Background: an optimization exercise with open tools, aiming at small area, a short achievable clock period and few clock cycles per item. Do not read the settings as production practice. Where RTL was checked, it was by simulation tests only, not by an equivalence proof against the original. Power figures rest on the tool's default switching activity, not on a simulated workload.

## cedar
Design DCSformer, start of the top module:
module DCSformer(
	clk,
	rst_n,
	i_valid,
	w_valid,
	i_data,
	w_data,
	w_ready,
	o_valid,
	o_data
);
Size in the first run: roughly 2500 flip-flops, roughly 0.10 mm² of cells after synthesis.
==> flow/config.mk <==
export PLATFORM = sky130hd
export DESIGN_NAME = DCSformer
export DESIGN_NICKNAME = DCSformer
export VERILOG_FILES = /design/flow/design.v
export SDC_FILE = /design/flow/constraint.sdc
export NUM_CORES = 4
export LEC_CHECK = 0
export CAP_MARGIN = 20
export CORE_MARGIN = 2
export CORE_UTILIZATION = 30
export CTS_CLUSTER_DIAMETER = 100
export CTS_CLUSTER_SIZE = 22
export PLACE_DENSITY = 0.5
export SLEW_MARGIN = 20
==> flow/constraint.sdc <==
create_clock -name core_clock -period 12.0 [get_ports {clk}]
set_input_delay 2.4000 -clock core_clock [delete_from_list [all_inputs] [get_ports {clk}]]
set_output_delay 2.4000 -clock core_clock [all_outputs]
set_load 0.01 [all_outputs]
standard.sh (not shown) runs the stock make flow with config.mk's settings and CLKGATE_MAP_FILE= SYNTH_SCRIPT=/design/flow/synth_recipe.tcl, a recipe that flattens the netlist after the stock synthesis.
==> flow/flow/run.sh <==
#!/bin/bash
set -uo pipefail
cd "$(dirname "$0")/.."
sed 's/yosys synth -nofsm -noshare /yosys synth -nofsm -noshare -noabc /' synth_recipe.tcl > synth_noabc.tcl
grep -q -- '-nofsm -noshare -noabc' synth_noabc.tcl || { echo "could not derive synth_noabc.tcl" > flow_standard.log; exit 1; }
bash standard.sh SYNTH_SCRIPT="$PWD/synth_noabc.tcl" SETUP_SLACK_MARGIN=8.5 SKIP_GATE_CLONING=1 \
  "BUFFER_PORTS_ARGS=-buffer_cell sky130_fd_sc_hd__buf_4" finish > flow_standard.log 2>&1
cedar went all the way through synthesis, placement and routing and the layout is clean on timing, DRC and antenna.
For onyx, these inputs were changed with respect to cedar:
--- a/flow/design.v
+++ b/flow/design.v
@@ -158,49 +158,49 @@
 assign tap[5] = C3[0]; assign tapn[5] = C3[1];
 assign tap[6] = C2[0]; assign tapn[6] = C2[1];
 assign tap[7] = C1[0]; assign tapn[7] = C1[1];
 logic [7:0][27:0] acc;
 logic [7:0]       mask;
 logic [7:0][19:0] tq;       
 logic [6:0] nidx;           
 assign nidx = iv_r ? cnt + 7'd1 : cnt;
 logic [7:0] mask_n;         
-logic [7:0] sin, slo, shi, sw, clr, thi;
+logic [7:0] sin, slo, shi, sw, clr, ash;
 logic       p1t;            
 logic       p2h0_n, p2h1_n;
 assign p2h0_n = (st_n == S_P2) && !h_n;
 assign p2h1_n = (st_n == S_P2) && h_n;
 genvar m;
 generate
 	for (m = 0; m < 8; m = m + 1) begin : lane
 		logic [9:0]  a;
 		logic [7:0]  b;
 		logic [7:0]  xtap;
 		logic [35:0] l1a, l1b, l2a, l2b, l3, l4;
 		logic [17:0] ps, pc;
-		logic [27:0] A, T1, T2;
+		logic [27:0] A;
 		if (m == 0) begin : g0
 			assign xtap = id_r;
 		end else begin : gm
 			assign xtap = xd[16*m-1];
 		end
 		always_ff @(posedge clk or negedge rst_n) begin
 			if (!rst_n) begin
 				sin[m] <= 1'b0; slo[m] <= 1'b0; shi[m] <= 1'b0; sw[m] <= 1'b0;
-				clr[m] <= 1'b0; thi[m] <= 1'b0;
+				clr[m] <= 1'b0; ash[m] <= 1'b0;
 			end else begin
 				sin[m] <= i_valid && (nidx[6:4] >= m);
-				slo[m] <= p2h0_n && mask_n[m];
-				shi[m] <= p2h1_n && mask_n[m];
+				shi[m] <= p2h0_n && mask_n[m];
+				slo[m] <= p2h1_n && mask_n[m];
 				sw[m]  <= (st_n == S_P2) && mask_n[m];
 				clr[m] <= (sin[m] && cnt[3:0] == 4'd0) || (s2_end && row_2 == 3'd7) ||
 				          (st == S_P2 && !h);
-				thi[m] <= shi[m];
+				ash[m] <= slo[m];
 			end
 		end
 		assign mask_n[m] = q_tadv ? (tapn[m] >= tq[2]) : mask[m];
 		assign a = ({10{shi[m]}} & tap[m][19:10]) | ({10{slo[m]}} & tap[m][9:0]) |
 		           ({10{sin[m]}} & {2'b00, id_r});
 		assign b = ({8{sw[m]}} & wsr[(8-m)%8]) | ({8{sin[m]}} & xtap);
 		wire [17:0] pp0 = {8'd0, (a & {10{b[0]}})};
 		wire [17:0] pp1 = {7'd0, (a & {10{b[1]}}), 1'd0};
 		wire [17:0] pp2 = {6'd0, (a & {10{b[2]}}), 2'd0};
@@ -213,23 +213,21 @@
 		assign l1b = csa(pp3, pp4, pp5);
 		assign l2a = csa(l1a[17:0], l1a[35:18], l1b[17:0]);
 		assign l2b = csa(l1b[35:18], pp6, pp7);
 		assign l3  = csa(l2a[17:0], l2a[35:18], l2b[17:0]);
 		assign l4  = csa(l3[17:0], l3[35:18], l2b[35:18]);
 		always_ff @(posedge clk) begin
 			ps <= l4[17:0];
 			pc <= l4[35:18];
 		end
-		assign A  = clr[m] ? 28'd0 : acc[m];
-		assign T1 = thi[m] ? {ps, 10'd0} : {10'd0, ps};
-		assign T2 = thi[m] ? {pc, 10'd0} : {10'd0, pc};
+		assign A  = clr[m] ? 28'd0 : (ash[m] ? {acc[m][17:0], 10'd0} : acc[m]);
 		always_ff @(posedge clk) begin
-			acc[m] <= A + T1 + T2;
+			acc[m] <= A + {10'd0, ps} + {10'd0, pc};
 			mask[m] <= mask_n[m];
 		end
 		assign acc20[m] = acc[m][19:0];
 	end
 endgenerate
 logic [61:0] t1a, t1b, t2a, t2b, t3, t4;
 logic [30:0] ts, tc, tsum;
 logic [7:0][27:0] tin;
 for (genvar k = 0; k < 8; k = k + 1) begin : g_tin
Findings:
Number of buffers created by CTS of onyx falls short of that of cedar by a few percent.
XOR/XNOR share of the synthesized area essentially unchanged between cedar and onyx.
Fraction of standard cell area in multi-input logic for onyx is lower than for cedar.
onyx vs cedar, total power went down by 37%.
Highest routed metal layer = met4: cedar; highest routed metal layer = met5: onyx
Looking at total die area across cedar and onyx, the one that comes out lower is onyx.
Against cedar as the reference, onyx delivers a lower summed area of non-filler cells in the final layout.
Data arrival time of the critical path, cedar and onyx: lower on cedar
On share of power burned in the clock network: onyx sits above cedar.
Testbench counts of onyx, summed over its fixed seeds: cycles 10,222, items 64.
Function not checked in cedar: the RTL went through the layout flow alone.


Setup of north:
Another version of the RTL of DCSformer (not shown whole).
Size: ~6300 cells after synthesis, about 2400 flip-flops, about 93000 µm² of cells after synthesis.
==> flow/config.mk <==
export PLATFORM = sky130hd
export DESIGN_NAME = DCSformer
export DESIGN_NICKNAME = DCSformer
export VERILOG_FILES = /design/flow/design.v
export SDC_FILE = /design/flow/constraint.sdc
export NUM_CORES = 4
export LEC_CHECK = 0
export CAP_MARGIN = 20
export CORE_MARGIN = 2
export CORE_UTILIZATION = 60
export CTS_CLUSTER_DIAMETER = 100
export CTS_CLUSTER_SIZE = 22
export PLACE_DENSITY = 0.7
export SLEW_MARGIN = 20
==> flow/constraint.sdc <==
create_clock -name core_clock -period 12.0 [get_ports {clk}]
set_input_delay 2.4000 -clock core_clock [delete_from_list [all_inputs] [get_ports {clk}]]
set_output_delay 2.4000 -clock core_clock [all_outputs]
set_load 0.01 [all_outputs]
==> flow/flow/run.sh <==
#!/bin/bash
set -uo pipefail
cd "$(dirname "$0")/.."
sed 's/yosys synth -nofsm -noshare /yosys synth -nofsm -noshare -noabc /' synth_recipe.tcl > synth_noabc.tcl
grep -q -- '-nofsm -noshare -noabc' synth_noabc.tcl || { echo "could not derive synth_noabc.tcl" > flow_standard.log; exit 1; }
bash standard.sh SYNTH_SCRIPT="$PWD/synth_noabc.tcl" SETUP_SLACK_MARGIN=8.4 SKIP_GATE_CLONING=1 \
  "BUFFER_PORTS_ARGS=-buffer_cell sky130_fd_sc_hd__buf_4" finish > flow_standard.log 2>&1
Testbench counts of north, summed over its fixed seeds: cycles 10,222, items 64.
Relative to north, the following input files were edited for south:
diff --git a/flow/design.v b/flow/design.v
--- a/flow/design.v
+++ b/flow/design.v
@@ -9,22 +9,22 @@
 	o_valid,
 	o_data
 );
 input               clk, rst_n, i_valid, w_valid;
 input         [7:0] i_data, w_data;
 output logic        w_ready, o_valid;
 output logic [31:0] o_data;
 localparam [2:0] S_IDLE = 3'd0, S_P1 = 3'd1, S_PRE = 3'd3,
                  S_WAIT = 3'd4, S_P2 = 3'd5;
-function automatic [35:0] csa;
-	input [17:0] x, y, z;
+function automatic [39:0] csa20;
+	input [19:0] x, y, z;
 	begin
-		csa = {((x & y) | (x & z) | (y & z)) << 1, x ^ y ^ z};
+		csa20 = {((x & y) | (x & z) | (y & z)) << 1, x ^ y ^ z};
 	end
 endfunction
 function automatic [45:0] csa23;
 	input [22:0] x, y, z;
 	begin
 		csa23 = {((x & y) | (x & z) | (y & z)) << 1, x ^ y ^ z};
 	end
 endfunction
 logic       iv_r;
@@ -167,59 +167,63 @@
 logic       p2h0_n, p2h1_n;
 assign p2h0_n = (st_n == S_P2) && !h_n;
 assign p2h1_n = (st_n == S_P2) && h_n;
 genvar m;
 generate
 	for (m = 0; m < 8; m = m + 1) begin : lane
 		logic [9:0]  a;
 		logic [7:0]  b;
 		logic [7:0]  xtap;
-		logic [35:0] l1a, l1b, l2a, l2b, l3, l4;
-		logic [17:0] ps, pc;
+		logic [39:0] l1a, l1b, l1c, l2a, l2b, l3, l4;
+		logic [9:0]  ar, arn;
+		logic [7:0]  br, brn;
 		logic [19:0] A;
 		if (m == 0) begin : g0
 			assign xtap = id_r;
 		end else begin : gm
 			assign xtap = xd[16*m-1];
 		end
 		always_ff @(posedge clk) begin
 			sin[m] <= i_valid && (nidx[6:4] >= m);
 			shi[m] <= p2h0_n && mask_n[m];
 			slo[m] <= p2h1_n && mask_n[m];
 			sw[m]  <= (st_n == S_P2) && mask_n[m];
 			clr[m] <= (sin[m] && cnt[3:0] == 4'd0) || (s2_end && row_2 == 3'd7) ||
 			          (st == S_P2);
 		end
 		assign mask_n[m] = q_tadv ? (tapn[m] >= tq[2]) : mask[m];
 		assign a = ({10{shi[m]}} & tap[m][19:10]) | ({10{slo[m]}} & tap[m][9:0]) |
 		           ({10{sin[m]}} & {2'b00, id_r});
 		assign b = ({8{sw[m]}} & wsr[(8-m)%8]) | ({8{sin[m]}} & xtap);
-		wire [17:0] pp0 = {8'd0, (a & {10{b[0]}})};
-		wire [17:0] pp1 = {7'd0, (a & {10{b[1]}}), 1'd0};
-		wire [17:0] pp2 = {6'd0, (a & {10{b[2]}}), 2'd0};
-		wire [17:0] pp3 = {5'd0, (a & {10{b[3]}}), 3'd0};
-		wire [17:0] pp4 = {4'd0, (a & {10{b[4]}}), 4'd0};
-		wire [17:0] pp5 = {3'd0, (a & {10{b[5]}}), 5'd0};
-		wire [17:0] pp6 = {2'd0, (a & {10{b[6]}}), 6'd0};
-		wire [17:0] pp7 = {1'd0, (a & {10{b[7]}}), 7'd0};
-		assign l1a = csa(pp0, pp1, pp2);
-		assign l1b = csa(pp3, pp4, pp5);
-		assign l2a = csa(l1a[17:0], l1a[35:18], l1b[17:0]);
-		assign l2b = csa(l1b[35:18], pp6, pp7);
-		assign l3  = csa(l2a[17:0], l2a[35:18], l2b[17:0]);
-		assign l4  = csa(l3[17:0], l3[35:18], l2b[35:18]);
 		always_ff @(posedge clk) begin
-			ps <= l4[17:0];
-			pc <= l4[35:18];
-		end
+			arn <= ~a;
+			brn <= ~b;
+		end
+		assign ar = ~arn;
+		assign br = ~brn;
 		assign A  = clr[m] ? 20'd0 : acc[m];
+		wire [19:0] pp0 = {10'd0, (ar & {10{br[0]}})};
+		wire [19:0] pp1 = {9'd0, (ar & {10{br[1]}}), 1'd0};
+		wire [19:0] pp2 = {8'd0, (ar & {10{br[2]}}), 2'd0};
+		wire [19:0] pp3 = {7'd0, (ar & {10{br[3]}}), 3'd0};
+		wire [19:0] pp4 = {6'd0, (ar & {10{br[4]}}), 4'd0};
+		wire [19:0] pp5 = {5'd0, (ar & {10{br[5]}}), 5'd0};
+		wire [19:0] pp6 = {4'd0, (ar & {10{br[6]}}), 6'd0};
+		wire [19:0] pp7 = {3'd0, (ar & {10{br[7]}}), 7'd0};
+		assign l1a = csa20(pp0, pp1, pp2);
+		assign l1b = csa20(pp3, pp4, pp5);
+		assign l1c = csa20(pp6, pp7, A);
+		assign l2a = csa20(l1a[19:0], l1a[39:20], l1b[19:0]);
+		assign l2b = csa20(l1b[39:20], l1c[19:0], l1c[39:20]);
+		assign l3  = csa20(l2a[19:0], l2a[39:20], l2b[19:0]);
+		assign l4  = csa20(l3[19:0], l3[39:20], l2b[39:20]);
 		always_ff @(posedge clk) begin
-			acc[m] <= A + {2'd0, ps} + {2'd0, pc};
+			acc[m] <= l4[19:0] + l4[39:20];
 			mask[m] <= mask_n[m];
 		end
 		assign acc20[m] = acc[m];
 	end
 endgenerate
 logic [45:0] t1a, t1b, t2a, t2b, t3, t4;
 logic [22:0] ts, tc;
 logic [30:0] tsum;
 logic [7:0][19:0] tin;
### Flow results
Per the comparison of south with north, data required time at the worst endpoint down 20 ps; count of mapped cells out of synthesis down 114; routability-driven placement congestion ratio down 0.072; sequential cell power up 22%; compound-gate portion of the synthesized area down 0.19 points. south ends up with lower worst-case setup margin in the final layout than north does. Of south and north, the higher wire length on met2 belongs to north. Summary of south over north: clock skew climbed 17 ps; area of the mapped netlist shows a reduction of 2.0%. On initial antenna violation count: between south and north, it ends up lower for south.
For south, only the layout was checked, not whether the RTL still works.

-- what the ideal ports hide --
No port has a modelled driver above. Below, the same layouts with a new extraction and two added sets of constraints. Step 1, drivers: a clkbuf_16 drives clk and a buf_2 each remaining input, both assumed. Step 2 moves the port delays by t, midway between the first and last clock arrival at a register: inputs arrive t later, outputs are due t later. That takes back most of the time a late clock gives input paths. a / b / c = ideal ports / drivers / drivers and shift; a / b = the first two.
run | shift t [ns] | setup WS [ns] | worst data-port slew with drivers (ns) | pins driven straight from the clock port
cedar | 0.967 | 8.222 / 8.135 / 7.680 | 0.07 | 1
onyx | 0.943 | 8.097 / 8.001 / 7.890 | 0.18 | 1
north | 0.865 | 8.242 / 8.198 / 7.569 | 0.16 | 1
south | 0.859 | 7.572 / 7.572 / 7.572 | 0.10 | 1
After both steps every run listed still meets setup and hold. For north, which loses most, drivers alone change the setup slack by -0.044 ns; drivers and shift together by -0.673 ns.
